This design comes from an exercise in tuning for small area on the open sky130 flow, not from production work.
Function was checked by simulation only, so behaviour that the tests miss may differ from the original.
Power and IR drop assume default switching activity.

`design/flow/config.mk`:
```
export PLATFORM = sky130hd
export DESIGN_NAME = top
export DESIGN_NICKNAME = top
export VERILOG_FILES = /design/flow/design.v
export SDC_FILE = /design/flow/constraint.sdc
export NUM_CORES = 4
export LEC_CHECK = 0
export ABC_AREA = 1
export ABC_CLOCK_PERIOD_IN_PS = 1000000
export CAP_MARGIN = 20
export CORE_MARGIN = 2
export CORE_UTILIZATION = 40
export CTS_CLUSTER_DIAMETER = 100
export CTS_CLUSTER_SIZE = 25
export PLACE_DENSITY = 0.6
export SLEW_MARGIN = 20
```
`design/flow/constraint.sdc`:
```
create_clock -name core_clock -period 10.0 [get_ports {clk}]
set_input_delay 2.0000 -clock core_clock [delete_from_list [all_inputs] [get_ports {clk}]]
set_output_delay 2.0000 -clock core_clock [all_outputs]
set_load 0.01 [all_outputs]
```
`design/flow/design.v`:
```
module top (
    input clk,
    input mode,
    input song,
    input plus,
    input minus,
    input rst,
    input set,
    input refer,
    input player1,
    input player2,
    output reg [8:0] rope,
    output reg [1:0] sel,
    output reg [1:0] ledr,
    output reg [1:0] ledg,
    output [1:0] ledb,
    output [3:0] ledop,
    output [7:0] segdata1,
    output [7:0] segdata0,
    output [7:0] seg,
    output [7:0] sel8,
    output reg ledplayer1,
    output reg ledplayer2,
    output reg buzzer,
    output reg round_indicator_1,
    output reg round_indicator_2
);
localparam SYM_DASH = 4'd10, SYM_L = 4'd11, SYM_E = 4'd12, SYM_BLANK = 4'd13;
wire playsong;
wire song_pulse, mode_pulse, plus_pulse, minus_pulse, set_pulse, refer_pulse;
wire player1_pulse, player2_pulse;
wire set_q, plus_q, minus_q;    
wire b40_lt, b40_gt;         
wire mid_lt, mid_gt;         
wire fast_lt, fast_gt;       
reg  mid_lt_d, mid_gt_d;
parameter init              = 3'd0;
parameter time_set          = 3'd1;
parameter round_set         = 3'd2;
parameter finish_setting    = 3'd3;
parameter counting_down     = 3'd4;
parameter gaming            = 3'd5;
parameter check             = 3'd6;
parameter gameover          = 3'd7;
reg [2:0] current_state;
reg [2:0] next_state;
reg gameoverflag;            
reg win1, win2, draw;
reg winflag_1, winflag_2, buzzerflag;
reg [1:0] modereg;
reg [3:0] cycle;
reg [2:0] scan;
reg [3:0] score1, score2;
reg [3:0] win;
reg [1:0] nr1;              
reg [3:0] nr0;              
reg [4:0] seck;              
reg [4:0] seck_d;            
reg [3:0] sr1, sr0;          
reg [3:0] sr1_d, sr0_d;      
reg [1:0] cntdownsec;
reg [3:0] buzzer_gameover_8;
reg       ledb_r;
reg       insetting_d;       
reg       act_d;             
reg [3:0] sd0, sd1;          
reg [3:0] segsym;            
reg [1:0] dmode;             
reg [1:0] d_r1;
reg [3:0] d_r0;
reg       lag1, lag2;        
reg [14:0] p1;
reg [12:0] p2;
reg [11:0] p3;
reg [12:0] buzzer_cnt_1Hz;
reg [13:0] countdown_1Hz;
wire [14:0] p1_next = {p1[13:0], ~(p1[14] ^ p1[13])};
wire [12:0] p2_next = {p2[11:0], ~(p2[12] ^ p2[3] ^ p2[2] ^ p2[0])};
wire [11:0] p3_next = {p3[10:0], ~(p3[11] ^ p3[5] ^ p3[3] ^ p3[0])};
wire [12:0] b1_next = {buzzer_cnt_1Hz[11:0], ~(buzzer_cnt_1Hz[12] ^ buzzer_cnt_1Hz[3] ^ buzzer_cnt_1Hz[2] ^ buzzer_cnt_1Hz[0])};
wire [13:0] cd_next = {countdown_1Hz[12:0], ~(countdown_1Hz[13] ^ countdown_1Hz[4] ^ countdown_1Hz[2] ^ countdown_1Hz[0])};
wire p1_1500  = (p1 == 15'h300e);
wire p1_1501  = (p1 == 15'h601c);
wire p1_12000 = (p1 == 15'h594c);
wire p1_24000 = (p1 == 15'h187a);
wire p2_3000  = (p2 == 13'h1cd0);
wire p2_6000  = (p2 == 13'h0457);
wire p3_2769  = (p3 == 12'h50d);
wire p3_3000  = (p3 == 12'hd32);
wire b1_6000  = (buzzer_cnt_1Hz == 13'h0457);
wire cd_12000 = (countdown_1Hz == 14'h3115);
wire st_init  = (current_state == init);
wire st_ts    = (current_state == time_set);
wire st_rs    = (current_state == round_set);
wire st_fin   = (current_state == finish_setting);
wire st_cd    = (current_state == counting_down);
wire st_game  = (current_state == gaming);
wire st_check = (current_state == check);
wire st_over  = (current_state == gameover);
debounce mode_debounce (.clk(clk), .init(st_init), .key(mode),    .key_pulse(mode_pulse));
debounce song_debounce (.clk(clk), .init(st_init), .key(song),    .key_pulse(song_pulse));
debounce sec_plus_debounce (.clk(clk), .init(st_init), .key(plus),    .key_pulse(plus_pulse), .key_q(plus_q));
debounce sec_minus_debounce (.clk(clk), .init(st_init), .key(minus),  .key_pulse(minus_pulse), .key_q(minus_q));
debounce set_debounce (.clk(clk), .init(st_init), .key(set),     .key_pulse(set_pulse), .key_q(set_q));
debounce refer_debounce (.clk(clk), .init(st_init), .key(refer),   .key_pulse(refer_pulse));
debounce player1_debounce (.clk(clk), .init(st_init), .key(player1), .key_pulse(player1_pulse));
debounce player2_debounce (.clk(clk), .init(st_init), .key(player2), .key_pulse(player2_pulse));
breath_gen #(.N(40), .W(6), .T2(5), .LAST(6'h2d)) b40  (.clk(clk), .init(st_init), .lt(b40_lt),  .gt(b40_gt));
breath_gen #(.N(24), .W(5), .T2(3), .LAST(5'h1a)) bmid (.clk(clk), .init(st_init), .lt(mid_lt),  .gt(mid_gt));
breath_gen #(.N(15), .W(4), .T2(3), .LAST(4'h8)) bfast(.clk(clk), .init(st_init), .lt(fast_lt), .gt(fast_gt));
always @(posedge clk) begin
    mid_lt_d <= mid_lt;
    mid_gt_d <= mid_gt;
end
playsongs bgm(.clk(clk), .rst(gameoverflag), .song(song_pulse), .buzzer(playsong));
wire secreg_zero = (sr1 == 4'd0) && (sr0 == 4'd0);
wire p1won = (score1 == win);
wire p2won = (score2 == win);
wire rope_left  = rope[0] | rope[1] | rope[2] | rope[3];
wire rope_right = rope[5] | rope[6] | rope[7] | rope[8];
always @(posedge clk or negedge rst)
begin
    if (!rst) current_state <= init;
    else      current_state <= next_state;
end
always @(posedge clk)
begin
    case (current_state)
    init:           next_state <= time_set;
    time_set:       if (set_pulse) next_state <= round_set;
    round_set:      if (set_pulse) next_state <= finish_setting;
    finish_setting: if (refer_pulse) next_state <= counting_down;
    counting_down:  if (cntdownsec == 0) next_state <= gaming;
    gaming: begin
        if (!secreg_zero) begin
            if (rope[0] || rope[8]) next_state <= check;
        end
        else next_state <= check;
    end
    check: begin
        if (p1won || p2won) next_state <= gameover;
        else if (refer_pulse) next_state <= counting_down;
    end
    default:        next_state <= gameover;
    endcase
end
always @(posedge clk)
begin
    case (current_state)
    init: begin
        score1 <= 0; score2 <= 0; win1 <= 0; win2 <= 0; nr1 <= 2'd0; nr0 <= 4'd1; draw <= 0;
    end
    gaming: begin
        if      (rope[0]) begin win1 <= 1; win2 <= 0; end
        else if (rope[8]) begin win1 <= 0; win2 <= 1; end
        else if (rope_left && secreg_zero)  begin win1 <= 1; win2 <= 0; end
        else if (rope_right && secreg_zero) begin win1 <= 0; win2 <= 1; end
        else if (rope[4] && secreg_zero) draw <= 1;
    end
    check: begin
        if      (win1) begin score1 <= score1 + 1'b1; win1 <= 0; end
        else if (win2) begin score2 <= score2 + 1'b1; win2 <= 0; end
        else if (draw) draw <= 0;
        if (win1 || win2 || draw) begin
            if (nr1 == 2'd3 && nr0 == 4'd1) begin nr1 <= 2'd0; nr0 <= 4'd0; end
            else if (nr0 == 4'd9) begin nr1 <= nr1 + 1'b1; nr0 <= 4'd0; end
            else nr0 <= nr0 + 1'b1;
        end
    end
    default: begin win1 <= 0; win2 <= 0; end
    endcase
end
always @(posedge clk)
begin
    case (current_state)
    init: begin
        ledr <= 2'b00; ledg <= 2'b11; ledb_r <= 1'b1;
    end
    time_set:  if (set_pulse) begin ledr[1] <= 1; ledg[1] <= 0; end
    round_set: if (set_pulse) begin ledr[0] <= 1; ledg[0] <= 0; end
    finish_setting: if (refer_pulse) begin
        ledr <= 2'b11; ledg <= 2'b11; ledb_r <= 1'b1;
    end
    counting_down: begin
        if (p2_3000) begin
            ledr <= ~ledr; ledg <= ~ledg; ledb_r <= ~ledb_r;
        end
        if (cntdownsec == 0) begin
            ledr <= 2'b11; ledg <= 2'b11; ledb_r <= 1'b1;
        end
    end
    gaming: begin
        if (rope[4]) begin
            ledg[0] <= b40_lt; ledg[1] <= b40_gt; ledr <= 2'b11;
        end
        else if (rope[2] || rope[3] || rope[5] || rope[6]) begin
            ledg[0] <= mid_lt; ledr[0] <= mid_lt_d; ledg[1] <= mid_gt; ledr[1] <= mid_gt_d;
        end
        else if (rope[0] || rope[1] || rope[7] || rope[8]) begin
            ledg <= 2'b11; ledr[0] <= fast_lt; ledr[1] <= fast_gt;
        end
    end
    default: begin
        ledr <= 2'b11; ledg <= 2'b11; ledb_r <= 1'b1;
    end
    endcase
end
assign ledb = {2{ledb_r}};
always @(posedge clk)
begin
    case (current_state)
    init: begin seck <= 5'd1; win <= 4'd1; end
    time_set: begin
        if (minus_pulse) seck <= (seck == 5'd1)  ? 5'd19 : seck - 1'b1;
        else if (plus_pulse) seck <= (seck == 5'd19) ? 5'd1 : seck + 1'b1;
    end
    round_set: begin
        if (minus_pulse) win <= (win == 4'd1) ? 4'd9 : win - 1'b1;
        else if (plus_pulse) win <= (win == 4'd9) ? 4'd1 : win + 1'b1;
    end
    default: ;
    endcase
end
always @(posedge clk) insetting_d <= st_ts | st_rs;
assign ledop[0] = ~insetting_d | set_q;
assign ledop[1] = 1'b1;
assign ledop[2] = ~insetting_d | plus_q;
assign ledop[3] = ~insetting_d | minus_q;
always @(posedge clk)
begin
    if (st_cd) begin
        if (p1_12000) cntdownsec <= cntdownsec - 1'b1;
    end
    else cntdownsec <= 2'd3;
end
always @(posedge clk)
begin
    case (current_state)
    init: countdown_1Hz <= 14'd0;
    counting_down: begin
        sr1 <= {1'b0, seck[4:1]};
        sr0 <= seck[0] ? 4'd5 : 4'd0;
    end
    gaming: begin
        if (cd_12000) begin
            countdown_1Hz <= 14'd0;
            if (sr0 == 4'd0) begin sr0 <= 4'd9; sr1 <= sr1 - 1'b1; end
            else sr0 <= sr0 - 1'b1;
        end
        else countdown_1Hz <= cd_next;
    end
    default: ;
    endcase
end
always @(posedge clk)
begin
    seck_d <= seck;
    sr1_d  <= sr1;
    sr0_d  <= sr0;
end
always @(posedge clk)
begin
    case (current_state)
    init: sel <= 2'b11;
    time_set: if (p2_6000) sel <= ~sel;
    round_set: begin
        sel[0] <= 1'b1;
        if (p2_6000) sel[1] <= ~sel[1];
    end
    finish_setting: sel <= 2'b00;
    counting_down:  sel <= 2'b10;
    gaming:         sel <= 2'b00;
    default: ;
    endcase
end
always @(posedge clk)
begin
    case (current_state)
    init: dmode <= 2'd0;
    time_set: begin
        sd0 <= seck_d[0] ? 4'd5 : 4'd0;
        sd1 <= seck_d[4:1];
    end
    round_set: sd1 <= win;
    finish_setting: begin
        sd0 <= seck_d[0] ? 4'd5 : 4'd0;
        sd1 <= seck_d[4:1];
        dmode <= 2'd1;
        d_r1 <= 2'd0; d_r0 <= 4'd0;
    end
    counting_down: begin
        d_r1 <= nr1;
        d_r0 <= nr0;
        sd0 <= {2'b00, cntdownsec};
    end
    gaming: begin
        sd0 <= sr0_d;
        sd1 <= sr1_d;
    end
    check: ;
    default: begin
        if (p2won)      dmode <= 2'd3;
        else if (p1won) dmode <= 2'd2;
    end
    endcase
end
assign segdata0[7] = 1'b0;
seg7d seg7_sd0 (.d(sd0), .s(segdata0[6:0]));
assign segdata1[7] = 1'b0;
seg7d seg7_sd1 (.d(sd1), .s(segdata1[6:0]));
always @(posedge clk) begin
    lag1 <= st_check & win1;
    lag2 <= st_check & win2 & ~win1;
end
wire [3:0] d_s1 = lag1 ? score1 - 1'b1 : score1;
wire [3:0] d_s2 = lag2 ? score2 - 1'b1 : score2;
reg [3:0] scan_sym;
always @(*) begin
    case (dmode)
    2'd1: case (scan)
        3'd0: scan_sym = d_s2;
        3'd1: scan_sym = SYM_DASH;
        3'd2: scan_sym = SYM_DASH;
        3'd3: scan_sym = d_s1;
        3'd4: scan_sym = d_r0;
        3'd5: scan_sym = {2'b00, d_r1};
        3'd6: scan_sym = SYM_DASH;
        default: scan_sym = win;
        endcase
    2'd2: case (scan)
        3'd0: scan_sym = SYM_E;
        3'd1: scan_sym = 4'd5;
        3'd2: scan_sym = 4'd0;
        3'd3: scan_sym = SYM_L;
        default: scan_sym = 4'd6;
        endcase
    2'd3: case (scan)
        3'd4: scan_sym = SYM_E;
        3'd5: scan_sym = 4'd5;
        3'd6: scan_sym = 4'd0;
        3'd7: scan_sym = SYM_L;
        default: scan_sym = 4'd6;
        endcase
    default: scan_sym = SYM_BLANK;
    endcase
end
always @(posedge clk)
begin
    act_d <= (current_state >= finish_setting);
    if (st_init) begin
        scan <= 3'd0;
        segsym <= SYM_BLANK;
    end
    else if (current_state >= finish_setting) begin
        scan <= scan + 1'b1;
        segsym <= scan_sym;
    end
end
assign seg[7] = 1'b0;
seg7 seg7_seg (.d(segsym), .s(seg[6:0]));
assign sel8 = act_d ? ~(8'd1 << (scan - 1'b1)) : 8'hff;
always @(posedge clk)
begin
    case (current_state)
    init: begin
        cycle <= 4'd1;
        winflag_2 <= 0;
        rope <= 9'b0;
    end
    time_set, round_set: begin
        case (modereg)
        2'b00: rope <= {9{b40_lt}};
        2'b01: rope <= {{4{b40_lt}}, b40_gt, {4{b40_lt}}};
        2'b10: rope <= 9'b1111_1_1111;
        default: rope <= 9'b0;
        endcase
    end
    finish_setting: rope <= 9'b0;
    counting_down: begin
        if (p3_2769) cycle <= cycle + 1'b1;
        case (cycle)
            4'd1:  rope <= 9'b1000_0_0001;
            4'd2:  rope <= 9'b0100_0_0010;
            4'd3:  rope <= 9'b0010_0_0100;
            4'd4:  rope <= 9'b0001_0_1000;
            4'd5:  rope <= 9'b0000_1_0000;
            4'd6:  rope <= 9'b0001_0_1000;
            4'd7:  rope <= 9'b0010_0_0100;
            4'd8:  rope <= 9'b0100_0_0010;
            4'd9:  rope <= 9'b1000_0_0001;
            4'd10: rope <= 9'b0100_0_0010;
            4'd11: rope <= 9'b0010_0_0100;
            4'd12: rope <= 9'b0001_0_1000;
            4'd13: rope <= 9'b0000_1_0000;
            default: ;
        endcase
    end
    gaming: begin
        if (player2_pulse)      rope <= {rope[0], rope[8:1]};
        else if (player1_pulse) rope <= {rope[7:0], rope[8]};
    end
    check: begin
        if (p1won || p2won) winflag_2 <= 1'b1;
        cycle <= 4'd1;
    end
    default: begin
        if (p2_3000) rope <= ~rope;
        else if ((p1won || p2won) && winflag_2) rope <= 9'b0101_0_1010;
        if ((p1won || p2won) && winflag_2) winflag_2 <= 1'b0;
    end
    endcase
end
wire beep_go = ~p1_1501;     
always @(posedge clk)
begin
    case (current_state)
    time_set: begin
        if (set_pulse || plus_pulse || minus_pulse || buzzerflag) begin
            buzzerflag <= beep_go; buzzer <= beep_go;
        end
    end
    round_set: begin
        if (plus_pulse || minus_pulse || buzzerflag) begin
            buzzerflag <= beep_go; buzzer <= beep_go;
        end
        if (set_pulse) buzzerflag <= 1'b1;
    end
    finish_setting: begin
        buzzerflag <= beep_go & buzzerflag;
        buzzer     <= beep_go & buzzerflag;
    end
    counting_down: if (b1_6000) buzzer <= ~buzzer;
    check: begin
        if (p1won || p2won) winflag_1 <= 1'b1;
        if (p1_1500 && buzzer_gameover_8 < 4'd8) begin
            buzzer <= ~buzzer;
            buzzer_gameover_8 <= buzzer_gameover_8 + 1'b1;
        end
    end
    gameover: begin
        if ((p1won || p2won) && winflag_1) begin
            buzzer <= ~buzzer;
            winflag_1 <= 1'b0;
        end
        if (p1_24000 && !gameoverflag) begin
            buzzer <= ~buzzer;
            gameoverflag <= 1'b1;
        end
        if (gameoverflag) buzzer <= playsong;
    end
    default: begin
        buzzer <= 1'b0;
        buzzer_gameover_8 <= 0;
        winflag_1 <= 1'b0;
        buzzerflag <= 1'b0;
        gameoverflag <= 1'b0;
    end
    endcase
end
always @(posedge clk)
begin
    if (st_init) buzzer_cnt_1Hz <= 13'd0;
    else if (st_cd) buzzer_cnt_1Hz <= b1_6000 ? 13'd0 : b1_next;
end
wire ns_over = (next_state == gameover);
always @(posedge clk)
begin
    case (current_state)
    time_set:
        p1 <= ((set_pulse || plus_pulse || minus_pulse || buzzerflag) && beep_go) ? p1_next : 15'd0;
    round_set:
        p1 <= ((plus_pulse || minus_pulse || buzzerflag) && beep_go) ? p1_next : 15'd0;
    finish_setting:
        p1 <= (beep_go && buzzerflag && next_state != counting_down) ? p1_next : 15'd0;
    counting_down:
        p1 <= (p1_12000 || ns_over) ? 15'd0 : p1_next;
    check:
        p1 <= (next_state != check || (p1_1500 && buzzer_gameover_8 < 4'd8)) ? 15'd0 : p1_next;
    gameover:
        p1 <= (p1_24000 && !gameoverflag) ? 15'd0 : p1_next;
    default: p1 <= 15'd0;
    endcase
end
always @(posedge clk)
begin
    case (current_state)
    time_set, round_set: p2 <= p2_6000 ? 13'd0 : p2_next;
    counting_down:       p2 <= (p2_3000 || ns_over) ? 13'd0 : p2_next;
    gameover:            p2 <= p2_3000 ? 13'd0 : p2_next;
    default:             p2 <= 13'd0;
    endcase
end
always @(posedge clk)
begin
    case (current_state)
    counting_down: p3 <= (p3_2769 || ns_over) ? 12'd0 : p3_next;
    check:         p3 <= (p3_3000 || next_state == counting_down) ? 12'd0 : p3_next;
    gameover:      p3 <= p3_3000 ? 12'd0 : p3_next;
    default:       p3 <= 12'd0;
    endcase
end
always @(posedge clk)
begin
    case (current_state)
    time_set, round_set: begin
        case (modereg)
        2'b00: begin ledplayer1 <= b40_lt; ledplayer2 <= b40_lt; end
        2'b01: begin ledplayer1 <= b40_gt; ledplayer2 <= b40_gt; end
        2'b10: begin ledplayer1 <= 1'b1;   ledplayer2 <= 1'b1;   end
        default: begin ledplayer1 <= 1'b0; ledplayer2 <= 1'b0;   end
        endcase
    end
    check: begin
        if (p3_3000) begin
            if (rope_left)  ledplayer1 <= ~ledplayer1;
            if (rope_right) ledplayer2 <= ~ledplayer2;
        end
    end
    gameover: begin
        if (p3_3000) begin
            if (p1won) ledplayer1 <= ~ledplayer1;
            if (p2won) ledplayer2 <= ~ledplayer2;
        end
    end
    default: begin
        ledplayer1 <= 1'b0;
        ledplayer2 <= 1'b0;
    end
    endcase
end
always @(posedge clk)
begin
    case (current_state)
    time_set, round_set: begin
        case (modereg)
        2'b00: begin round_indicator_1 <= b40_lt; round_indicator_2 <= b40_lt; end
        2'b01: begin round_indicator_1 <= b40_gt; round_indicator_2 <= b40_gt; end
        2'b10: begin round_indicator_1 <= 1'b1;   round_indicator_2 <= 1'b1;   end
        default: begin round_indicator_1 <= 1'b0; round_indicator_2 <= 1'b0;   end
        endcase
    end
    default: begin
        round_indicator_1 <= 1'b0;
        round_indicator_2 <= 1'b0;
    end
    endcase
end
always @(posedge clk or negedge rst)
begin
    if (!rst) modereg <= 2'b00;
    else if (mode_pulse) modereg <= modereg + 1'b1;
end
endmodule
module seg7 (
    input  [3:0] d,
    output [6:0] s
);
assign s = (d == 4'd0)  ? 7'h3f :
           (d == 4'd1)  ? 7'h06 :
           (d == 4'd2)  ? 7'h5b :
           (d == 4'd3)  ? 7'h4f :
           (d == 4'd4)  ? 7'h66 :
           (d == 4'd5)  ? 7'h6d :
           (d == 4'd6)  ? 7'h7d :
           (d == 4'd7)  ? 7'h07 :
           (d == 4'd8)  ? 7'h7f :
           (d == 4'd9)  ? 7'h6f :
           (d == 4'd10) ? 7'h40 :
           (d == 4'd11) ? 7'h38 :
           (d == 4'd12) ? 7'h79 : 7'h00;
endmodule
module seg7d (
    input  [3:0] d,
    output [6:0] s
);
assign s = (d == 4'd0)  ? 7'h3f :
           (d == 4'd1)  ? 7'h06 :
           (d == 4'd2)  ? 7'h5b :
           (d == 4'd3)  ? 7'h4f :
           (d == 4'd4)  ? 7'h66 :
           (d == 4'd5)  ? 7'h6d :
           (d == 4'd6)  ? 7'h7d :
           (d == 4'd7)  ? 7'h07 :
           (d == 4'd8)  ? 7'h7f : 7'h6f;
endmodule
module debounce (clk,init,key,key_pulse,key_q);
input  clk;
input  init;
input  key;
output key_pulse;
output key_q;
reg       key_rst_pre_n;
reg       key_rst_n;
reg [7:0] cnt;
reg       key_sec_n;
reg       key_sec_pre_n;
wire key_edge = ~key_rst_pre_n & key_rst_n;
wire [7:0] carry = {&cnt[6:0], &cnt[5:0], &cnt[4:0], &cnt[3:0], &cnt[2:0], &cnt[1:0], cnt[0], 1'b1};
wire [7:0] cnt_next = (cnt ^ carry) & {8{~key_edge}};
always @(posedge clk)
begin
    key_rst_n <= ~key;
    if (init) begin
        key_rst_pre_n <= 1'b0;
        cnt           <= 8'h1;
        key_sec_n     <= 1'b0;
        key_sec_pre_n <= 1'b0;
    end
    else begin
        key_rst_pre_n <= key_rst_n;
        cnt <= cnt_next;
        if (carry[7] & cnt[7]) key_sec_n <= ~key;
        key_sec_pre_n <= key_sec_n;
    end
end
assign key_pulse = ~key_sec_pre_n & key_sec_n;
assign key_q = ~key_rst_n;
endmodule
module breath_gen #(parameter N = 40, parameter W = 6, parameter T2 = 5, parameter [W-1:0] LAST = 6'h2d) (
    input  clk,
    input  init,
    output reg lt,
    output reg gt
);
reg [W-1:0] cnt1;
reg [W-1:0] cnt2;
reg         flag;
wire [W-1:0] c1_up   = {cnt1[W-2:0], ~(cnt1[W-1] ^ cnt1[T2-1])};
wire [W-1:0] c2_up   = {cnt2[W-2:0], ~(cnt2[W-1] ^ cnt2[T2-1])};
wire [W-1:0] c2_down = {~(cnt2[0] ^ cnt2[T2]), cnt2[W-1:1]};
wire c1_last = (cnt1 == LAST);
wire [W-1:0] c1_one = {{(W-1){1'b0}}, 1'b1};
always @(posedge clk) begin
    if (init) begin
        cnt1 <= c1_one;
        cnt2 <= 0;
        flag <= 1'b0;
    end
    else begin
        cnt1 <= c1_last ? {W{1'b0}} : c1_up;
        if (c1_last) begin
            if (!flag) begin
                if (cnt2 == LAST) flag <= 1'b1;
                else              cnt2 <= c2_up;
            end
            else begin
                if (cnt2 == 0) flag <= 1'b0;
                else           cnt2 <= c2_down;
            end
        end
    end
end
wire eq = (cnt1 == cnt2);
wire ge = eq | ((cnt1 != 0) & lt);
always @(posedge clk) begin
    lt <= ge | init;
    gt <= ~ge | eq | init;
end
endmodule
module playsongs(
    input clk,
    input rst,
    input song,
    output reg buzzer
);
reg [7:0] hcnt;      
reg       ph;        
reg [4:0] cnt1;      
reg [6:0] cnt2;      
reg [1:0] flag;      
reg [2:0] note;      
reg [7:0] hlast;     
reg [7:0] hlast2;    
reg [4:0] cishu;
reg [4:0] cishu_div;
reg [6:0] last;      
always @(*) begin
    case (flag)
        2'd0: case (cnt2)
            7'd0: note = 3'd3;
            7'd1: note = 3'd3;
            7'd2: note = 3'd4;
            7'd3: note = 3'd5;
            7'd4: note = 3'd5;
            7'd5: note = 3'd4;
            7'd6: note = 3'd3;
            7'd7: note = 3'd2;
            7'd8: note = 3'd1;
            7'd9: note = 3'd1;
            7'd10: note = 3'd2;
            7'd11: note = 3'd3;
            7'd12: note = 3'd3;
            7'd13: note = 3'd2;
            7'd14: note = 3'd2;
            7'd16: note = 3'd3;
            7'd17: note = 3'd3;
            7'd18: note = 3'd4;
            7'd19: note = 3'd5;
            7'd20: note = 3'd5;
            7'd21: note = 3'd4;
            7'd22: note = 3'd3;
            7'd23: note = 3'd2;
            7'd24: note = 3'd1;
            7'd25: note = 3'd1;
            7'd26: note = 3'd2;
            7'd27: note = 3'd3;
            7'd28: note = 3'd2;
            7'd29: note = 3'd1;
            7'd30: note = 3'd1;
            7'd32: note = 3'd2;
            7'd33: note = 3'd2;
            7'd34: note = 3'd3;
            7'd35: note = 3'd1;
            7'd36: note = 3'd2;
            7'd37: note = 3'd3;
            7'd38: note = 3'd4;
            7'd39: note = 3'd3;
            7'd40: note = 3'd1;
            7'd41: note = 3'd2;
            7'd42: note = 3'd3;
            7'd43: note = 3'd4;
            7'd44: note = 3'd3;
            7'd45: note = 3'd2;
            7'd46: note = 3'd1;
            7'd47: note = 3'd2;
            7'd48: note = 3'd5;
            7'd50: note = 3'd3;
            7'd51: note = 3'd3;
            7'd52: note = 3'd4;
            7'd53: note = 3'd5;
            7'd54: note = 3'd5;
            7'd55: note = 3'd4;
            7'd56: note = 3'd3;
            7'd57: note = 3'd2;
            7'd58: note = 3'd1;
            7'd59: note = 3'd1;
            7'd60: note = 3'd2;
            7'd61: note = 3'd3;
            7'd62: note = 3'd2;
            7'd63: note = 3'd1;
            7'd64: note = 3'd1;
            default: note = 3'd0;
        endcase
        2'd1: case (cnt2)
            7'd0: note = 3'd1;
            7'd1: note = 3'd1;
            7'd2: note = 3'd5;
            7'd3: note = 3'd5;
            7'd4: note = 3'd6;
            7'd5: note = 3'd6;
            7'd6: note = 3'd5;
            7'd8: note = 3'd4;
            7'd9: note = 3'd4;
            7'd10: note = 3'd3;
            7'd11: note = 3'd3;
            7'd12: note = 3'd2;
            7'd13: note = 3'd2;
            7'd14: note = 3'd1;
            7'd16: note = 3'd5;
            7'd17: note = 3'd5;
            7'd18: note = 3'd4;
            7'd19: note = 3'd4;
            7'd20: note = 3'd3;
            7'd21: note = 3'd3;
            7'd22: note = 3'd2;
            7'd24: note = 3'd5;
            7'd25: note = 3'd5;
            7'd26: note = 3'd4;
            7'd27: note = 3'd4;
            7'd28: note = 3'd3;
            7'd29: note = 3'd3;
            7'd30: note = 3'd2;
            7'd32: note = 3'd1;
            7'd33: note = 3'd1;
            7'd34: note = 3'd5;
            7'd35: note = 3'd5;
            7'd36: note = 3'd6;
            7'd37: note = 3'd6;
            7'd38: note = 3'd5;
            7'd40: note = 3'd4;
            7'd41: note = 3'd4;
            7'd42: note = 3'd3;
            7'd43: note = 3'd3;
            7'd44: note = 3'd2;
            7'd45: note = 3'd2;
            7'd46: note = 3'd1;
            default: note = 3'd0;
        endcase
        2'd2: case (cnt2)
            7'd0: note = 3'd1;
            7'd1: note = 3'd2;
            7'd2: note = 3'd3;
            7'd3: note = 3'd1;
            7'd4: note = 3'd1;
            7'd5: note = 3'd2;
            7'd6: note = 3'd3;
            7'd7: note = 3'd1;
            7'd8: note = 3'd3;
            7'd9: note = 3'd4;
            7'd10: note = 3'd5;
            7'd12: note = 3'd3;
            7'd13: note = 3'd4;
            7'd14: note = 3'd5;
            7'd16: note = 3'd5;
            7'd17: note = 3'd6;
            7'd18: note = 3'd5;
            7'd19: note = 3'd4;
            7'd20: note = 3'd3;
            7'd21: note = 3'd1;
            7'd22: note = 3'd5;
            7'd23: note = 3'd6;
            7'd24: note = 3'd5;
            7'd25: note = 3'd4;
            7'd26: note = 3'd3;
            7'd27: note = 3'd1;
            7'd28: note = 3'd2;
            7'd29: note = 3'd5;
            7'd30: note = 3'd1;
            7'd32: note = 3'd2;
            7'd33: note = 3'd5;
            7'd34: note = 3'd1;
            default: note = 3'd0;
        endcase        default: note = 3'd0;
    endcase
end
always @(*) begin
    case (note)
        3'd0: begin hlast = 8'hcf; hlast2 = 8'hcf; cishu = 5'd11; cishu_div = 5'd8; end
        3'd1: begin hlast = 8'h15; hlast2 = 8'h15; cishu = 5'd13; cishu_div = 5'd10; end
        3'd2: begin hlast = 8'h59; hlast2 = 8'h59; cishu = 5'd14; cishu_div = 5'd11; end
        3'd3: begin hlast = 8'h11; hlast2 = 8'h11; cishu = 5'd16; cishu_div = 5'd12; end
        3'd4: begin hlast = 8'hb5; hlast2 = 8'h6a; cishu = 5'd17; cishu_div = 5'd13; end
        3'd5: begin hlast = 8'h3a; hlast2 = 8'h3a; cishu = 5'd19; cishu_div = 5'd15; end
        3'd6: begin hlast = 8'h9c; hlast2 = 8'h9c; cishu = 5'd22; cishu_div = 5'd17; end
        default: begin hlast = 8'h17; hlast2 = 8'h2e; cishu = 5'd24; cishu_div = 5'd19; end
    endcase
    case (flag)
        2'd0: last = 7'd65;
        2'd1: last = 7'd47;
        2'd2: last = 7'd35;
        default: last = 7'd0;
    endcase
end
wire hend = (hcnt == (ph ? hlast2 : hlast));    
wire end0 = ph & hend;                           
wire end1 = (cnt1 == cishu);
always @(posedge clk or negedge rst)
begin
    if (!rst) begin
        flag   <= 2'b00;
        hcnt   <= 0;
        ph     <= 1'b0;
        cnt1   <= 0;
        cnt2   <= 0;
        buzzer <= 1'b0;
    end
    else begin
        if (song) flag <= flag + 1'b1;
        if (flag == 2'b11 || song) begin
            hcnt <= 0;
            ph   <= 1'b0;
            cnt1 <= 0;
            cnt2 <= 0;
        end
        else begin
            if (hend) hcnt <= 0;
            else              hcnt <= {hcnt[6:0], ~(hcnt[7] ^ hcnt[5] ^ hcnt[4] ^ hcnt[3])};
            if (hend) ph <= ~ph;
            if (end0) begin
                if (end1) cnt1 <= 0;
                else      cnt1 <= cnt1 + 1'b1;
            end
            if (end0 && end1) begin
                if (cnt2 == last) cnt2 <= 0;
                else              cnt2 <= cnt2 + 1'b1;
            end
        end
        buzzer <= (note != 3'd0) && (cnt1 < cishu_div) && ph;
    end
end
endmodule
```
`design/flow/flow/run.sh`:
```
#!/bin/bash
# The standard layout (the standard.sh, unchanged synthesis) with three
# changes: after synthesis every combinational cell gets the smallest drive
# strength of its function (flow/downsize.tcl; placement's repair step sizes
# up again where needed), the port buffers are sky130_fd_sc_hd__buf_1 cells,
# and clock tree synthesis inserts no dummy loads. Each tool's output is kept
# in a log file here.
set -euo pipefail
export BUFFER_PORTS_ARGS="-buffer_cell sky130_fd_sc_hd__buf_1"
export CTS_ARGS="-sink_clustering_enable -repair_clock_nets -sink_clustering_size 16 -sink_clustering_max_diameter 80 -dont_use_dummy_load -sink_clustering_buffer sky130_fd_sc_hd__clkbuf_8"
bash ./standard.sh synth > standard_synth.log 2>&1
DOWNSIZE_DIR="$(pwd)/orfs/results/sky130hd/top/base" openroad -no_init -exit flow/downsize.tcl > downsize.log 2>&1
bash ./standard.sh > standard.log 2>&1
```
`design/flow/flow/downsize.tcl`:
```
# Give every combinational cell of the synthesized netlist the smallest drive
# strength of its function (drive _1, else _0). Flip-flops, clock cells and
# the platform's low-power cells are left alone. Placement's repair step
# upsizes or buffers again wherever slew or capacitance needs it.
set results $::env(DOWNSIZE_DIR)
read_db $results/1_synth.odb
set db [ord::get_db]
set block [ord::get_db_block]
set swapped 0
foreach inst [$block getInsts] {
  set m [[$inst getMaster] getName]
  if {![regexp {^sky130_fd_sc_hd__(.+)_([0-9]+)$} $m -> f d]} { continue }
  if {$d <= 1} { continue }
  if {[regexp {^(df|edf|sdf|sedf|dl|clk|conb|tap|fill|decap|diode|lpflow|probe|ebuf|einv)} $f]} { continue }
  foreach s {1 0} {
    set nm [$db findMaster sky130_fd_sc_hd__${f}_$s]
    if {$nm ne "NULL" && $nm ne ""} {
      $inst swapMaster $nm
      incr swapped
      break
    }
  }
}
puts "downsize: swapped $swapped instances"
write_db $results/1_synth.odb
```
`design/flow/standard.sh`:
```
#!/bin/bash
# synth_recipe.tcl (not shown) runs the flow's synth.tcl, then flattens the netlist and writes it again
# the make line also repeats each setting of config.mk as NAME=value (left out here)
make -C /OpenROAD-flow-scripts/flow DESIGN_CONFIG=/design/flow/config.mk WORK_HOME=/design/flow/orfs CLKGATE_MAP_FILE= SYNTH_SCRIPT=/design/flow/synth_recipe.tcl "${@:-finish}"
```
==> results of run 1 <==
-- sequential cells by signal, indices dropped and copies added, names as in the netlist, 6 cells and up --
register	cells
buzzer_cnt_1Hz	13
set_debounce.cnt	8
player1_debounce.cnt	8
b40.cnt1	6
song_debounce.cnt	8
countdown_1Hz	14
bgm.hcnt	8
rope	9
p3	12
sec_minus_debounce.cnt	8
refer_debounce.cnt	8
mode_debounce.cnt	8
sec_plus_debounce.cnt	8
b40.cnt2	6
bgm.cnt2	7
p2	13
player2_debounce.cnt	8
p1	15
-- routing by layer --
metal | wire length (µm) | vias up | global-route usage, %
met5 | 13 | - | 0
met4 | 984 | 2 | 4.86
met3 | 1480 | 66 | 1.81
met2 | 17700 | 289 | 28.7
met1 | 18500 | 6594 | 23.7
li1 | - | 7136 | -
-- area by class of cell --
cell class	instances	area [µm²]	share of cell area, %
Sequential cell	344	8000	43.7
Inverter	364	1370	7.46
Clock buffer	25	378	2.06
Timing Repair Buffer	70	289	1.58
Tap cell	539	674	3.68
Multi-Input combinational cell	1426	7610	41.5
-- stage by stage --
step / setup WS (ps) / power [µW] / hold slack, ps / area, µm²
5_1_grt: 5350 / 2390 / 344 / 18300
3_3_place_gp: 6060 / 1620 / 301 / 17900
6_report: 5900 / 2280 / 284 / 18300
3_5_place_dp: 5960 / 1630 / 290 / 17900
4_1_cts: 5940 / 2320 / 311 / 18300
2_1_floorplan: 6780 / 1610 / 332 / 17200
-- worst max-delay path by stage --
stage,start,endpoint,slack [ps],depth (start not counted)
floorplan,scan[0],sel8[4],6780,6
global placement,bgm.cnt2[2],bgm.cnt2[4],6060,23
detailed placement,bgm.cnt2[2],bgm.cnt2[4],5960,18
CTS,bgm.cnt2[2],bgm.cnt2[1],5940,18
global route,bgm.cnt2[2],bgm.cnt2[2],5350,23
finish,bgm.cnt2[2],bgm.cnt2[1],5900,18
-- power groups by stage --
stage	clock network (µW)	registers, µW	logic (µW)
2_1_floorplan	0	1530	80.8
3_3_place_gp	0	1530	89.4
3_5_place_dp	0	1540	94.8
4_1_cts	720	1500	95.5
5_1_grt	767	1510	117
6_report	685	1500	92.5
-- cell usage in the layout (no fill, tap or decap), types with 4 or more instances in the layout --
cell type	count
sky130_fd_sc_hd__a221oi_1	8
sky130_fd_sc_hd__inv_1	359
sky130_fd_sc_hd__conb_1	4
sky130_fd_sc_hd__dfrtp_1	29
sky130_fd_sc_hd__o22ai_1	8
sky130_fd_sc_hd__o31ai_1	4
sky130_fd_sc_hd__nor3b_1	10
sky130_fd_sc_hd__xor2_1	23
sky130_fd_sc_hd__nor2_1	314
sky130_fd_sc_hd__o21ai_1	13
sky130_fd_sc_hd__ha_1	101
sky130_fd_sc_hd__xnor2_1	42
sky130_fd_sc_hd__a31oi_1	13
sky130_fd_sc_hd__nand3_1	146
sky130_fd_sc_hd__clkbuf_8	22
sky130_fd_sc_hd__o21ai_0	130
sky130_fd_sc_hd__o21a_1	4
sky130_fd_sc_hd__dfxtp_1	218
sky130_fd_sc_hd__nand4_1	23
sky130_fd_sc_hd__nor3_1	36
sky130_fd_sc_hd__a21oi_1	105
sky130_fd_sc_hd__or2_1	11
sky130_fd_sc_hd__o211ai_1	15
sky130_fd_sc_hd__nor4_1	21
sky130_fd_sc_hd__o221ai_1	6
sky130_fd_sc_hd__buf_1	63
sky130_fd_sc_hd__edfxtp_1	97
sky130_fd_sc_hd__buf_4	7
sky130_fd_sc_hd__nand2_1	359
sky130_fd_sc_hd__clkinv_1	4
-- critical path, stage by stage (launching register included) --
cell and delay [ps]:
sky130_fd_sc_hd__dfrtp_1 730, sky130_fd_sc_hd__inv_1 360, sky130_fd_sc_hd__ha_1 390, sky130_fd_sc_hd__a21oi_1 220
sky130_fd_sc_hd__nand3_1 110, sky130_fd_sc_hd__nand2_1 70, sky130_fd_sc_hd__nand2_1 50, sky130_fd_sc_hd__nand3_1 120
sky130_fd_sc_hd__nand2_1 180, sky130_fd_sc_hd__inv_1 180, sky130_fd_sc_hd__nand2_1 190, sky130_fd_sc_hd__nand2_1 160
sky130_fd_sc_hd__nand2_1 60, sky130_fd_sc_hd__nand2_1 50, sky130_fd_sc_hd__nand4_1 120, sky130_fd_sc_hd__o21ai_1 500
sky130_fd_sc_hd__nand2_1 280, sky130_fd_sc_hd__nand2_1 120, sky130_fd_sc_hd__nand2_1 60
==> run notes, run 1 <==
- Pre-Repair DR Iteration Count: 6
- DPL Wire Length: roughly 28000 µm
- Post-synthesis instance area: approximately 17000 µm²
- Drc violations: 0
- Vias in the first global route: 13005
- Gate count after technology mapping: ~2200
- Maximum fanout encountered on the critical timing path: 19
- Die Width: between 200 and 250 µm
- Buffer type at the clock tree root: sky130_fd_sc_hd__clkbuf_16
- Height of the die: 211 µm
- Part of the power in combinational logic: under 10%
- Relative slew slack: about two fifths
- Number of hold violations in the final report: 0
- Critical Path Start Type: flop
- Number of antenna violations at the first check in global routing: 1
- Reg2reg start: bgm.cnt2[2]
- Number of buffers inserted for hold repair after clock tree synthesis: 0
- Sequential Power Share: 65.9%
- Clk network pwr share: 30.1%
- Setup skew after layout: around 25 ps
- Number of standard cells in the layout, taps in and fillers out: between 2000 and 3000
- Antenna Violating Nets Remaining: 0
- Vias per inst: 5.09
- IO Pins: 68
- Fraction of power spent switching nets: between 20% and 30%
- Area growth from synthesis to layout: 6.66%
- Period utilisation layout: about two fifths
- Max-cap violations: 0
- CTS tree: yes
- Data arrival, critical path: ~4500 ps
- Post-synthesis area per instance: just under 8 µm²
- Core area: around 42000 µm²
- Input/output buffers: 63
- Detailed Route Iter0 Violations: about 800
- Count of final setup violators: 0
- CP Class: reg2reg
- Shortest clock period the worst path allows after layout: slightly above 4000 ps
- Number of cells traversed by the worst register-to-register path: 18
- First-pass GRT wire length: between 60000 and 70000 µm
- Net Sw Power: between 500 and 600 µW
- Maximum clock rate: ~0.24 GHz
- Fraction of final layout cells with drive strength greater than 1: 1.62%
- Required @ worst endpoint: approximately 10000 ps
- Placed Cells: around 2700
- Pwr Density: approximately 120 nW/µm²
- Average wire per cell in the routed design: between 10 and 15 µm
- Antenna Cells: 0
- Worst IR Drop VDD: around 0.14 mV
- Post-CTS Repair Setup Buffers: 0
- Final estimated routing congestion in global placement: between 0.8 and 0.9
- Final Routed Wirelength: between 30000 and 40000 µm
- Max-slew violations: 0
- Number of warnings issued by yosys: 6
- Total grt overflow: 0
- Clock H-tree levels: 1
- Clock latency on the worst-skew pair: 520 ps
- Number of placement rows: between 70 and 80
- Number of gates resized after cts: 0
- Clock-pin slew reported for the worst setup and hold paths after clock tree synthesis: around 100 ps
- Static leakage: 0.00848 µW
- Tightest Hold Check Type: reg2async
- Reg-to-reg slack, setup: just under 6000 ps
- Share of the core filled with cells in the final layout: between 40% and 50%
- Number of buffers inserted during clock tree synthesis: 25
- TritonCTS Sinks: approximately 340
- Transition time of the tightest slew-check pin: 897 ps
- Global Route Usage Sum: around 17%
- Vias post-DR: 14087
- RR Endpoint: bgm.cnt2[1]
- Final net count: 2342
- FILL cells: 4220
- Outcome: finished clean
- Power Internal: ~1800 µW
- Longest Clk Path Bufs: 3
- Starting density of the core: 40.8%
- Area enclosed by the die boundary: roughly 45000 µm²
- Final setup TNS: 0 ps
- Setup repair after global routing missed its margin: no
- Capturing element type of the critical path: flop
- Largest net degree at the start of global routing: 56
==> run 2, diff against run 1 <==
--- a/design/flow/flow/run.sh
+++ b/design/flow/flow/run.sh
@@ -7,7 +7,7 @@
 # in a log file here.
 set -euo pipefail
 export BUFFER_PORTS_ARGS="-buffer_cell sky130_fd_sc_hd__buf_1"
-export CTS_ARGS="-sink_clustering_enable -repair_clock_nets -sink_clustering_size 16 -sink_clustering_max_diameter 80 -dont_use_dummy_load -sink_clustering_buffer sky130_fd_sc_hd__clkbuf_8"
+export CTS_ARGS="-sink_clustering_enable -repair_clock_nets -sink_clustering_size 20 -sink_clustering_max_diameter 70 -dont_use_dummy_load -sink_clustering_buffer sky130_fd_sc_hd__clkbuf_8"
 bash ./standard.sh synth > standard_synth.log 2>&1
 DOWNSIZE_DIR="$(pwd)/orfs/results/sky130hd/top/base" openroad -no_init -exit flow/downsize.tcl > downsize.log 2>&1
 bash ./standard.sh > standard.log 2>&1
==> run 2 against run 1 <==
Against the previous run:
- final area barely moved
- via count hardly changed
- combinational power is essentially flat
- largest power group unchanged
- highest routed layer unchanged
==> run notes, run 2 <==
- Clock-pin slew reported for the worst setup and hold paths after clock tree synthesis: 110 ps
- Input/output buffers: 63
- Vias per inst: approximately 5.1
- Critical Path Start Type: flop
- Crit path largest cell delay: ~540 ps
- Period utilisation layout: roughly 41%
- Max-slew violations: 0
- Tightest Hold Check Type: reg2async
- Commonest cells after routing, fill and taps aside: sky130_fd_sc_hd__nand2_1 (359), sky130_fd_sc_hd__inv_1 (359), sky130_fd_sc_hd__nor2_1 (314), sky130_fd_sc_hd__dfxtp_1 (218), sky130_fd_sc_hd__nand3_1 (146)
- Final Routed Wirelength: a little under 40000 µm
- Post-synthesis area per instance: a little under 8 µm²
- Number of buffers inserted during clock tree synthesis: 26
- Capturing element type of the critical path: flop
- Grt met3 use: approximately 2.3%
- CP delay by family, top: simple AND/OR/NAND/NOR gates
- Critical Path Most Common Cell: sky130_fd_sc_hd__nand2_1
- Antenna Violating Nets Remaining: 0
- FILL cells: 4208
- DPL Wire Length: 28200 µm
- Pwr Density: between 100 and 150 nW/µm²
- Number of hold violations in the final report: 0
- Total grt overflow: 0
- Average wire per cell in the routed design: ~14 µm
- Final estimated routing congestion in global placement: approximately 0.9
- Sequential Power Share: 65.7%
- CP Class: reg2reg
- Relative slew slack: a little under two fifths
- List of cells traversed by the critical path: inv_1 -> ha_1 -> inv_1 -> nand2_1 -> nand3_1 -> nand3_1 -> nand2_1 -> nand4_1 -> nand2_1 -> nand2_1 -> inv_1 -> nand2_1 -> nand2_1 -> nand2_1 -> nand2_1 -> nand4_1 -> o21ai_1 -> nand2_1 -> nand2_1 -> nand2_1
- Transition time of the tightest slew-check pin: 935 ps
- Die Width: about 210 µm
- Post-synthesis instance area: roughly 17000 µm²
- Placed Cells: roughly 2700
- Number of warnings issued by yosys: 6
- Global Route Usage Sum: 17.2%
- Count of final setup violators: 0
- Largest net degree at the start of global routing: 56
- Register with the highest flop count: p1
- First-pass GRT wire length: approximately 64000 µm
- GR peak layer: met2
- Buffer type at the clock tree root: sky130_fd_sc_hd__clkbuf_16
- Starting density of the core: between 40% and 50%
- Part of the power in combinational logic: 4.0%
- Static leakage: approximately 0.0085 µW
- Number of antenna violations at the first check in global routing: 1
- GR Util met2: between 20% and 30%
- Critical path buffers and inverters: 3
- Post-CTS Repair Setup Buffers: 0
- Outcome: finished clean
- CTS tree: yes
- Setup skew after layout: around 87 ps
- Total power after layout: approximately 2300 µW
- Shortest clock period the worst path allows after layout: 4090 ps
- Setup repair after global routing missed its margin: no
- Drc violations: 0
- Fraction of final layout cells with drive strength greater than 1: 1.66%
- Detailed Route Iter0 Violations: 874
- Final setup TNS: 0 ps
- Fraction of power spent switching nets: ~22%
- Leading registers by flop count: p1 x15, countdown_1Hz x14
- Height of the die: ~210 µm
- Required @ worst endpoint: 10360 ps
- Clk network pwr share: 30.2%
- Longest Clk Path Bufs: 3
- Number of placement rows: between 70 and 80
- Clock latency on the worst-skew pair: around 550 ps
- Vias in the first global route: around 13000
- Number of standard cells in the layout, taps in and fillers out: between 2000 and 3000
- Data arrival, critical path: about 4500 ps
- Area growth from synthesis to layout: 6.74%
- Number of gates resized after cts: 0
- Net Sw Power: between 500 and 600 µW
- Cell with the biggest individual delay on the critical path: sky130_fd_sc_hd__dfrtp_1
- Maximum fanout encountered on the critical timing path: 11
- Worst IR Drop VDD: approximately 0.13 mV
- Power Internal: between 1500 and 2000 µW
- Clock H-tree levels: 1
- Final net count: 2343
- Area enclosed by the die boundary: 44600 µm²
- TritonCTS Sinks: ~340
- IO Pins: roughly 70
- Core area: between 40000 and 50000 µm²
- Number of buffers inserted for hold repair after clock tree synthesis: 0
- Number of flip-flops in the largest register: 15
- Pre-Repair DR Iteration Count: 5
- Gate count after technology mapping: 2190
- Maximum clock rate: roughly 0.24 GHz
- Max-cap violations: 0
- Vias post-DR: roughly 14000
- Met1 usage: between 20% and 30%
- Antenna Cells: 0
==> run 2: cell count changes in the layout (fill, tap and decap cells not counted) <==
cell / previous run / this run
sky130_fd_sc_hd__clkbuf_8: 22 / 23
==> run 2: final cells by class <==
class                           instances  area, µm²  area share (%)
Sequential cell                       344       8000            43.6
Multi-Input combinational cell       1426       7610            41.5
Inverter                              364       1370            7.45
Tap cell                              539        674            3.68
Clock buffer                           26        392            2.14
Timing Repair Buffer                   70        289            1.58
==> run 2: worst paths after layout <==
check	start	end	slack, ps	depth (start not counted)
max in group asynchronous	rst	current_state[2]	8350	1
hold / removal	gameoverflag	bgm.cnt1[2]	310	1
setup reg to reg	bgm.cnt2[1]	bgm.cnt2[1]	5910	20
hold reg to reg	gameoverflag	bgm.cnt1[2]	310	1
min in group core_clock	bmid.gt	mid_gt_d	390	0
setup / recovery	bgm.cnt2[1]	bgm.cnt2[1]	5910	20
==> run 2: metal layers <==
layer,share of wire [%],vias to the layer above,wire length (µm)
met3,4.5,59,1740
met4,2.3,2,889
met2,46,284,17800
li1,-,7134,-
met5,0.034,-,13
met1,47,6597,18300
==> run 2: power by group through the flow <==
stage / registers, µW / clock network, µW / logic (µW)
after CTS: 1500 / 726 / 95.5
after floorplan: 1530 / 0 / 80.8
after detailed placement: 1540 / 0 / 94.8
final: 1500 / 691 / 92.5
after global routing: 1510 / 773 / 117
after global placement: 1530 / 0 / 89.4
==> run 2: metrics by stage <==
step	instance area, µm²	utilization (%)	hold slack, ps	setup WS, ps
after CTS	18300	43.5	333	5950
after global placement	17900	42.6	301	6060
after detailed placement	17900	42.6	290	5960
after global routing	18300	43.5	366	5350
after floorplan	17200	-	332	6780
final	18300	43.5	307	5910
==> run 3, diff against run 2 <==
--- a/design/flow/flow/run.sh
+++ b/design/flow/flow/run.sh
@@ -7,7 +7,7 @@
 # in a log file here.
 set -euo pipefail
 export BUFFER_PORTS_ARGS="-buffer_cell sky130_fd_sc_hd__buf_1"
-export CTS_ARGS="-sink_clustering_enable -repair_clock_nets -sink_clustering_size 20 -sink_clustering_max_diameter 70 -dont_use_dummy_load -sink_clustering_buffer sky130_fd_sc_hd__clkbuf_8"
+export CTS_ARGS="-sink_clustering_enable -repair_clock_nets -sink_clustering_size 25 -sink_clustering_max_diameter 100 -dont_use_dummy_load"
 bash ./standard.sh synth > standard_synth.log 2>&1
 DOWNSIZE_DIR="$(pwd)/orfs/results/sky130hd/top/base" openroad -no_init -exit flow/downsize.tcl > downsize.log 2>&1
 bash ./standard.sh > standard.log 2>&1
==> run 3 against run 2 <==
Against the previous run:
- sequential share of layout area is 0.14 points lower
- largest cell class unchanged
- still clean on timing, DRC and antenna
- core utilization is 0.14 points higher
- synthesized area stayed put
- worst setup slack worse by 14 ps
- via count is 0.53% lower
- die area stayed put
- sequential cell count stayed put
- clock power is 9.3% higher
- register-to-register slack hardly changed
==> run notes, run 3 <==
- Vias per inst: between 5 and 6
- Shortest clock period the worst path allows after layout: 4110 ps
- Number of hold violations in the final report: 0
- Largest net degree at the start of global routing: 56
- Number of buffers inserted during clock tree synthesis: 18
- Number of cells traversed by the worst register-to-register path: 20
- Area enclosed by the die boundary: between 40000 and 50000 µm²
- Area growth from synthesis to layout: 7.09%
- Count of final setup violators: 0
- Clock H-tree levels: 1
- Crit path largest cell delay: 560 ps
- First-pass GRT wire length: between 60000 and 70000 µm
- Tightest Hold Check Type: reg2async
- Number of gates resized after cts: 0
- Critical Path Start Type: flop
- Core area: 42100 µm²
- Net Sw Power: 503 µW
- Antenna Cells: 0
- Max-cap violations: 0
- Relative slew slack: 40.0%
- Setup ws final: roughly 5900 ps
- Capturing element type of the critical path: flop
- Post-synthesis area per instance: between 7 and 8 µm²
- Total power after layout: 2350 µW
- DPL Wire Length: 28200 µm
- Leading registers by flop count: p1 x15, countdown_1Hz x14
- RR Endpoint: bgm.cnt2[1]
- IO Pins: just under 70
- Worst hold slack: 285 ps
- Average wire per cell in the routed design: 14.0 µm
- TritonCTS Sinks: about 340
- Detailed Route Iter0 Violations: 886
- Critical path buffers and inverters: 3
- Fraction of power spent switching nets: 21.4%
- Number of antenna violations at the first check in global routing: 1
- Post-CTS Repair Setup Buffers: 0
- Antenna Violating Nets Remaining: 0
- Register with the highest flop count: p1
- Setup slack after placement: 5960 ps
- Commonest cells after routing, fill and taps aside: sky130_fd_sc_hd__nand2_1 (359), sky130_fd_sc_hd__inv_1 (359), sky130_fd_sc_hd__nor2_1 (314), sky130_fd_sc_hd__dfxtp_1 (218), sky130_fd_sc_hd__nand3_1 (146)
- Part of the power in combinational logic: between 3 and 4%
- Height of the die: about 210 µm
- Maximum fanout encountered on the critical timing path: 11
- Reg2reg start: bgm.cnt2[1]
- Pwr Density: between 100 and 150 nW/µm²
- Number of warnings issued by yosys: 6
- Final net count: about 2300
- Pre-Repair DR Iteration Count: 5
- Fraction of final layout cells with drive strength greater than 1: around 1.3%
- Number of placement rows: 75
- CP delay by family, top: simple AND/OR/NAND/NOR gates
- List of cells traversed by the critical path: inv_1 -> ha_1 -> inv_1 -> nand2_1 -> nand3_1 -> nand3_1 -> nand2_1 -> nand4_1 -> nand2_1 -> nand2_1 -> inv_1 -> nand2_1 -> nand2_1 -> nand2_1 -> nand2_1 -> nand4_1 -> o21ai_1 -> nand2_1 -> nand2_1 -> nand2_1
- Max-slew violations: 0
- Transition time of the tightest slew-check pin: 895 ps
- Longest Clk Path Bufs: 3
- Final setup TNS: 0 ps
- Data arrival, critical path: between 4000 and 5000 ps
- Global Route Usage Sum: between 15 and 20%
- Total grt overflow: 0
- Buffer type at the clock tree root: sky130_fd_sc_hd__clkbuf_16
- Worst IR Drop VDD: ~0.10 mV
- Period utilisation layout: about two fifths
- Number of buffers inserted for hold repair after clock tree synthesis: 0
- Gate count after technology mapping: roughly 2200
- Setup repair after global routing missed its margin: no
- Clock latency on the worst-skew pair: 530 ps
- Post-synthesis instance area: 17200 µm²
- Drc violations: 0
- Final estimated routing congestion in global placement: about 0.89
- Required @ worst endpoint: between 10000 and 15000 ps
- Static leakage: between 0.008 and 0.009 µW
- CP Class: reg2reg
- Die Width: between 200 and 250 µm
- Clock-pin slew reported for the worst setup and hold paths after clock tree synthesis: ~100 ps
- Reg-to-reg slack, setup: between 5000 and 6000 ps
- Critical Path Most Common Cell: sky130_fd_sc_hd__nand2_1
- Input/output buffers: 63
- Number of flip-flops in the largest register: 15
- Power Internal: ~1800 µW
- CTS tree: yes
- Sequential Power Share: between 60 and 70%
- Outcome: finished clean
- Final Routed Wirelength: 38600 µm
- Vias in the first global route: around 13000
- Clk network pwr share: 32.1%
- Cell with the biggest individual delay on the critical path: sky130_fd_sc_hd__dfrtp_1
- Vias post-DR: around 14000
- Share of the core filled with cells in the final layout: 43.7%
- Starting density of the core: between 40% and 50%
- Setup skew after layout: between 60 and 70 ps
- Maximum clock rate: approximately 0.24 GHz
[run 3: routing by layer]
metal  up-vias  part of all wire [%]  global-route usage [%]  routed length (µm)
met4         2                   2.1                    4.42                 813
met3        57                   3.6                    1.69                1410
met1      6546                    48                    23.5               18600
met5         -                 0.034                       0                  13
li1       7131                     -                       -                   -
met2       265                    46                    28.9               17800
[run 3: worst max path at each step]
stage	from	cells past startpoint	end	slack (ps)
after floorplan	scan[0]	6	sel8[4]	6780
after global placement	bgm.cnt2[2]	23	bgm.cnt2[4]	6060
after detailed placement	bgm.cnt2[2]	18	bgm.cnt2[4]	5960
after CTS	bgm.cnt2[2]	18	bgm.cnt2[1]	5940
after global routing	bgm.cnt2[2]	23	bgm.cnt2[4]	5340
final	bgm.cnt2[1]	20	bgm.cnt2[1]	5890
[run 3: cell type report]
cell class / count / area, µm²
clock buffers: 18 / 450
fillers: 4205 / 23700
multi-input cells: 1426 / 7610
flip-flops and latches: 344 / 8000
repair buffers: 70 / 289
well taps: 539 / 674
inverters: 364 / 1370
[run 3: per-stage QoR]
stage / std cells / area, µm²
finish: 2761 / 18400
global route: 2761 / 18400
CTS: 2761 / 18400
detailed placement: 2743 / 17900
global placement: 2743 / 17900
floorplan: 2192 / 17200
[run 3: power groups by stage]
stage | registers [µW] | clock network (µW) | logic [µW]
global route | 1510 | 830 | 117
global placement | 1530 | 0 | 89.4
CTS | 1500 | 787 | 95.5
floorplan | 1530 | 0 | 80.8
finish | 1500 | 755 | 92.5
detailed placement | 1540 | 0 | 94.8
==> run 4, diff against run 3 <==
--- a/design/flow/design.v
+++ b/design/flow/design.v
@@ -52,10 +52,10 @@
 reg [2:0] scan;
 reg [3:0] score1, score2;
 reg [3:0] win;
-reg [1:0] nr1;              
-reg [3:0] nr0;              
-reg [4:0] seck;              
+reg [1:0] rnd_pend;         
+reg       rnd_inc_d;        
 reg [4:0] seck_d;            
+reg       sec_up_d, sec_dn_d;    
 reg [3:0] sr1, sr0;          
 reg [3:0] sr1_d, sr0_d;      
 reg [1:0] cntdownsec;
@@ -148,7 +148,7 @@
 begin
     case (current_state)
     init: begin
-        score1 <= 0; score2 <= 0; win1 <= 0; win2 <= 0; nr1 <= 2'd0; nr0 <= 4'd1; draw <= 0;
+        score1 <= 0; score2 <= 0; win1 <= 0; win2 <= 0; draw <= 0;
     end
     gaming: begin
         if      (rope[0]) begin win1 <= 1; win2 <= 0; end
@@ -161,11 +161,6 @@
         if      (win1) begin score1 <= score1 + 1'b1; win1 <= 0; end
         else if (win2) begin score2 <= score2 + 1'b1; win2 <= 0; end
         else if (draw) draw <= 0;
-        if (win1 || win2 || draw) begin
-            if (nr1 == 2'd3 && nr0 == 4'd1) begin nr1 <= 2'd0; nr0 <= 4'd0; end
-            else if (nr0 == 4'd9) begin nr1 <= nr1 + 1'b1; nr0 <= 4'd0; end
-            else nr0 <= nr0 + 1'b1;
-        end
     end
     default: begin win1 <= 0; win2 <= 0; end
     endcase
@@ -209,11 +204,7 @@
 always @(posedge clk)
 begin
     case (current_state)
-    init: begin seck <= 5'd1; win <= 4'd1; end
-    time_set: begin
-        if (minus_pulse) seck <= (seck == 5'd1)  ? 5'd19 : seck - 1'b1;
-        else if (plus_pulse) seck <= (seck == 5'd19) ? 5'd1 : seck + 1'b1;
-    end
+    init: win <= 4'd1;
     round_set: begin
         if (minus_pulse) win <= (win == 4'd1) ? 4'd9 : win - 1'b1;
         else if (plus_pulse) win <= (win == 4'd9) ? 4'd1 : win + 1'b1;
@@ -221,6 +212,14 @@
     default: ;
     endcase
 end
+always @(posedge clk)
+begin
+    sec_up_d <= st_ts & plus_pulse & ~minus_pulse;
+    sec_dn_d <= st_ts & minus_pulse;
+    if (st_init) seck_d <= 5'd1;
+    else if (sec_dn_d) seck_d <= (seck_d == 5'd1)  ? 5'd19 : seck_d - 1'b1;
+    else if (sec_up_d) seck_d <= (seck_d == 5'd19) ? 5'd1 : seck_d + 1'b1;
+end
 always @(posedge clk) insetting_d <= st_ts | st_rs;
 assign ledop[0] = ~insetting_d | set_q;
 assign ledop[1] = 1'b1;
@@ -238,8 +237,8 @@
     case (current_state)
     init: countdown_1Hz <= 14'd0;
     counting_down: begin
-        sr1 <= {1'b0, seck[4:1]};
-        sr0 <= seck[0] ? 4'd5 : 4'd0;
+        sr1 <= {1'b0, seck_d[4:1]};
+        sr0 <= seck_d[0] ? 4'd5 : 4'd0;
     end
     gaming: begin
         if (cd_12000) begin
@@ -254,7 +253,6 @@
 end
 always @(posedge clk)
 begin
-    seck_d <= seck;
     sr1_d  <= sr1;
     sr0_d  <= sr0;
 end
@@ -275,6 +273,20 @@
 end
 always @(posedge clk)
 begin
+    rnd_inc_d <= st_check & (win1 | win2 | draw);
+    case (current_state)
+    init:          rnd_pend <= 2'd1;
+    counting_down: rnd_pend <= {1'b0, rnd_inc_d};
+    default:       rnd_pend <= rnd_pend + rnd_inc_d;
+    endcase
+end
+wire [3:0] d_r_sum0 = d_r0 + {2'b00, rnd_pend};
+wire       d_r_wrap = (d_r1 == 2'd3) && (d_r_sum0 >= 4'd2);    
+wire       d_r_carry = (d_r_sum0 >= 4'd10);
+wire [1:0] d_r_next1 = d_r_wrap ? 2'd0 : d_r_carry ? d_r1 + 1'b1 : d_r1;
+wire [3:0] d_r_next0 = d_r_wrap ? d_r_sum0 - 4'd2 : d_r_carry ? d_r_sum0 - 4'd10 : d_r_sum0;
+always @(posedge clk)
+begin
     case (current_state)
     init: dmode <= 2'd0;
     time_set: begin
@@ -289,8 +301,8 @@
         d_r1 <= 2'd0; d_r0 <= 4'd0;
     end
     counting_down: begin
-        d_r1 <= nr1;
-        d_r0 <= nr0;
+        d_r1 <= d_r_next1;
+        d_r0 <= d_r_next0;
         sd0 <= {2'b00, cntdownsec};
     end
     gaming: begin
@@ -545,9 +557,9 @@
     end
     endcase
 end
-always @(posedge clk or negedge rst)
+always @(posedge clk)
 begin
-    if (!rst) modereg <= 2'b00;
+    if (st_init) modereg <= 2'b00;
     else if (mode_pulse) modereg <= modereg + 1'b1;
 end
 endmodule
==> run 4 against run 3 <==
Against the previous run:
- wire length increased by 0.27%
- fmax decreased by 1.5%
- highest routed layer is now met4
- clock power decreased by 3.4%
- critical path type unchanged
==> run notes, run 4 <==
- Top Metal Used: met4
- Area share of the leading cell type in the synthesized netlist: 26.1%
- Clock latency on the worst-skew pair: roughly 530 ps
- Height of the die: 211 µm
- Shortest clock period the worst path allows after layout: roughly 4200 ps
- EDFF count, synth: 86
- Final net count: between 2000 and 2500
- Critical Path Most Common Cell: sky130_fd_sc_hd__nand2_1
- Commonest cells after routing, fill and taps aside: sky130_fd_sc_hd__inv_1 (361), sky130_fd_sc_hd__nor2_1 (340), sky130_fd_sc_hd__nand2_1 (329), sky130_fd_sc_hd__dfxtp_1 (225), sky130_fd_sc_hd__nand3_1 (155)
- IO Pins: 68
- Number of hold violations in the final report: 0
- Number of antenna violations at the first check in global routing: 0
- Most used standard cell by instance count after synthesis: sky130_fd_sc_hd__inv_1
- Global Route Usage Sum: between 10% and 20%
- Number of placement rows: 75
- Setup skew after layout: between 40 and 50 ps
- TritonCTS Sinks: approximately 340
- Period utilisation layout: 41.7%
- Max-cap violations: 0
- Yosys synthesis chip area: 17300 µm²
- Total met2 wirelength after detailed routing: about 18000 µm
- Post-CTS Repair Setup Buffers: 0
- Total grt overflow: 0
- Setup repair after global routing missed its margin: no
- Post-synthesis async set-or-reset flop share: 7.99%
- Number of warnings issued by yosys: 6
- Maximum clock rate: 0.240 GHz
- Static leakage: roughly 0.0086 µW
- DPL Wire Length: ~29000 µm
- Core area: approximately 42000 µm²
- Worst hold slack: between 200 and 300 ps
- Drc violations: 0
- Die Width: between 200 and 250 µm
- Transition time of the tightest slew-check pin: 926 ps
- Max-slew violations: 0
- Netlist cell types: 57
- Sequential fraction of the synthesis area: between 40 and 50%
- Final setup TNS: 0 ps
- Relative slew slack: between 30 and 40%
- Average wire per cell in the routed design: ~14 µm
- Largest net degree at the start of global routing: 56
- Final Routed Wirelength: approximately 39000 µm
- Cell with the biggest individual delay on the critical path: sky130_fd_sc_hd__dfrtp_1
- Pre-Repair DR Iteration Count: 5
- Final estimated routing congestion in global placement: 0.923
- Vias in the first global route: 13628
- Number of buffers inserted during clock tree synthesis: 17
- Met1 Routed Length: between 15000 and 20000 µm
- Capturing element type of the critical path: flop
- Count of state elements after synthesis: approximately 340
- FILL cells: 4196
- Data arrival, critical path: 4560 ps
- Number of flip-flops in the largest register: 15
- Most area-consuming cells after synthesis: sky130_fd_sc_hd__dfxtp_1 (26%), sky130_fd_sc_hd__edfxtp_1 (15%), sky130_fd_sc_hd__inv_1 (7.7%)
- Antenna Cells: 0
- Routed met3 length: 1990 µm
- Clock H-tree levels: 1
- Antenna Violating Nets Remaining: 0
- Outcome: finished clean
- Number of gates resized after cts: 0
- Buffer type at the clock tree root: sky130_fd_sc_hd__clkbuf_16
- Largest area contributor in the synthesized netlist: sky130_fd_sc_hd__dfxtp_1
- Area growth from synthesis to layout: 7.12%
- Starting density of the core: between 40% and 50%
- Tightest Hold Check Type: reg2async
- Worst IR Drop VDD: 0.0823 mV
- Maximum fanout encountered on the critical timing path: 23
- Leading registers by flop count: p1 x15, countdown_1Hz x14
- Pwr Density: 125 nW/µm²
- Number of cells traversed by the worst register-to-register path: 20
- Post-synthesis area per instance: 7.75 µm²
- Area enclosed by the die boundary: between 40000 and 50000 µm²
- Clock-pin slew reported for the worst setup and hold paths after clock tree synthesis: ~100 ps
- CP Class: reg2reg
- Detailed Route Iter0 Violations: between 1000 and 1500
- Vias per inst: slightly above 5
- Fraction of final layout cells with drive strength greater than 1: approximately 1.4%
- CTS tree: yes
- Vias post-DR: roughly 14000
- Count of final setup violators: 0
- Post-synthesis instance area: 17200 µm²
- List of cells traversed by the critical path: inv_1 -> ha_1 -> inv_1 -> o21ai_1 -> and2_1 -> nand2_1 -> nand2_1 -> nor2_1 -> nor2_1 -> nand2_1 -> nand2_1 -> nand3_1 -> nand3_1 -> nand3_1 -> nor2_1 -> nand3_1 -> nand2_1 -> inv_1 -> nand2_1 -> nand2_1
- Input/output buffers: 63
- Gate count after technology mapping: about 2200
- Number of buffers inserted for hold repair after clock tree synthesis: 0
- Critical Path Start Type: flop
- Commonest non-fill, non-tap cell in the layout: sky130_fd_sc_hd__inv_1
- Crit path largest cell delay: 860 ps
- Required @ worst endpoint: approximately 10000 ps
- Commonest cells in the synthesized netlist: sky130_fd_sc_hd__inv_1 (356), sky130_fd_sc_hd__nor2_1 (336), sky130_fd_sc_hd__nand2_1 (328), sky130_fd_sc_hd__dfxtp_1 (225), sky130_fd_sc_hd__nand3_1 (154)
- First-pass GRT wire length: ~65000 µm
- Predominant post-synthesis flop cell: sky130_fd_sc_hd__dfxtp_1
- Total power after layout: 2300 µW
- Register with the highest flop count: p1
- Longest Clk Path Bufs: 3
-- run 4: worst paths after layout --
path / endpoint / startpoint / slack [ps]
worst max-delay path: bgm.cnt1[1] / bgm.cnt2[2] / 5830
max in group asynchronous: current_state[0] / rst / 8470
worst min register to register: bgm.cnt1[1] / gameoverflag / 270
worst min-delay path: bgm.cnt1[1] / gameoverflag / 270
worst max register to register: bgm.cnt1[1] / bgm.cnt2[2] / 5830
min in group core_clock: sr1_d[3] / sr1[3] / 370
-- run 4: kinds of logic after synthesis --
logic type / after synthesis / synth area share, %
mux: 1 / 0.0579
fa+ha+maj: 104 / 7.58
other cells: 2 / 0.0435
xor+xnor: 69 / 3.50
simple gates: 932 / 22.9
compound gates: 351 / 11.6
flops: 338 / 44.9
buf+inv: 420 / 9.41
-- run 4: area by class of cell --
cell class	count	area, µm²	area share [%]
clock buffers	17	425	2.31
repair buffers	72	304	1.65
multi-input cells	1461	7860	42.7
flip-flops and latches	338	7760	42.2
well taps	539	674	3.67
inverters	364	1370	7.43
-- run 4: critical path: cells and delay by family (launching register included) --
family	cells	cell delay, ps
compound gates	1	130
buf+inv	3	600
flops	1	860
simple gates	15	2080
fa+ha+maj	1	400
-- run 4: power breakdown --
group | internal (µW) | total [µW] | switching [µW]
registers | 1450 | 1470 | 25.7
logic | 47.4 | 95.0 | 47.6
clock network | 307 | 729 | 422
total | 1800 | 2300 | 496
-- run 4: per-stage QoR --
step	setup WS [ps]	utilization, %	cells	instance area [µm²]
floorplan	6800	-	2219	17200
global placement	5940	42.6	2774	18000
detailed placement	5880	42.6	2774	18000
CTS	5850	43.7	2791	18400
global route	5330	43.7	2791	18400
finish	5830	43.7	2791	18400
-- run 4: layer usage --
layer	track usage [%]	up-vias
li1	-	7264
met1	23.4	6569
met2	29.4	315
met3	2.38	56
met4	4.98	0
met5	0	-

Re-timed with assumed drivers on the ports (clkbuf_16 on the clock, buf_2 on other inputs), run 4 has 5.830 ns of setup slack against 5.830 ns with ideal ports, and 5.830 ns once port delays also move by the mid clock arrival of 0.547 ns.
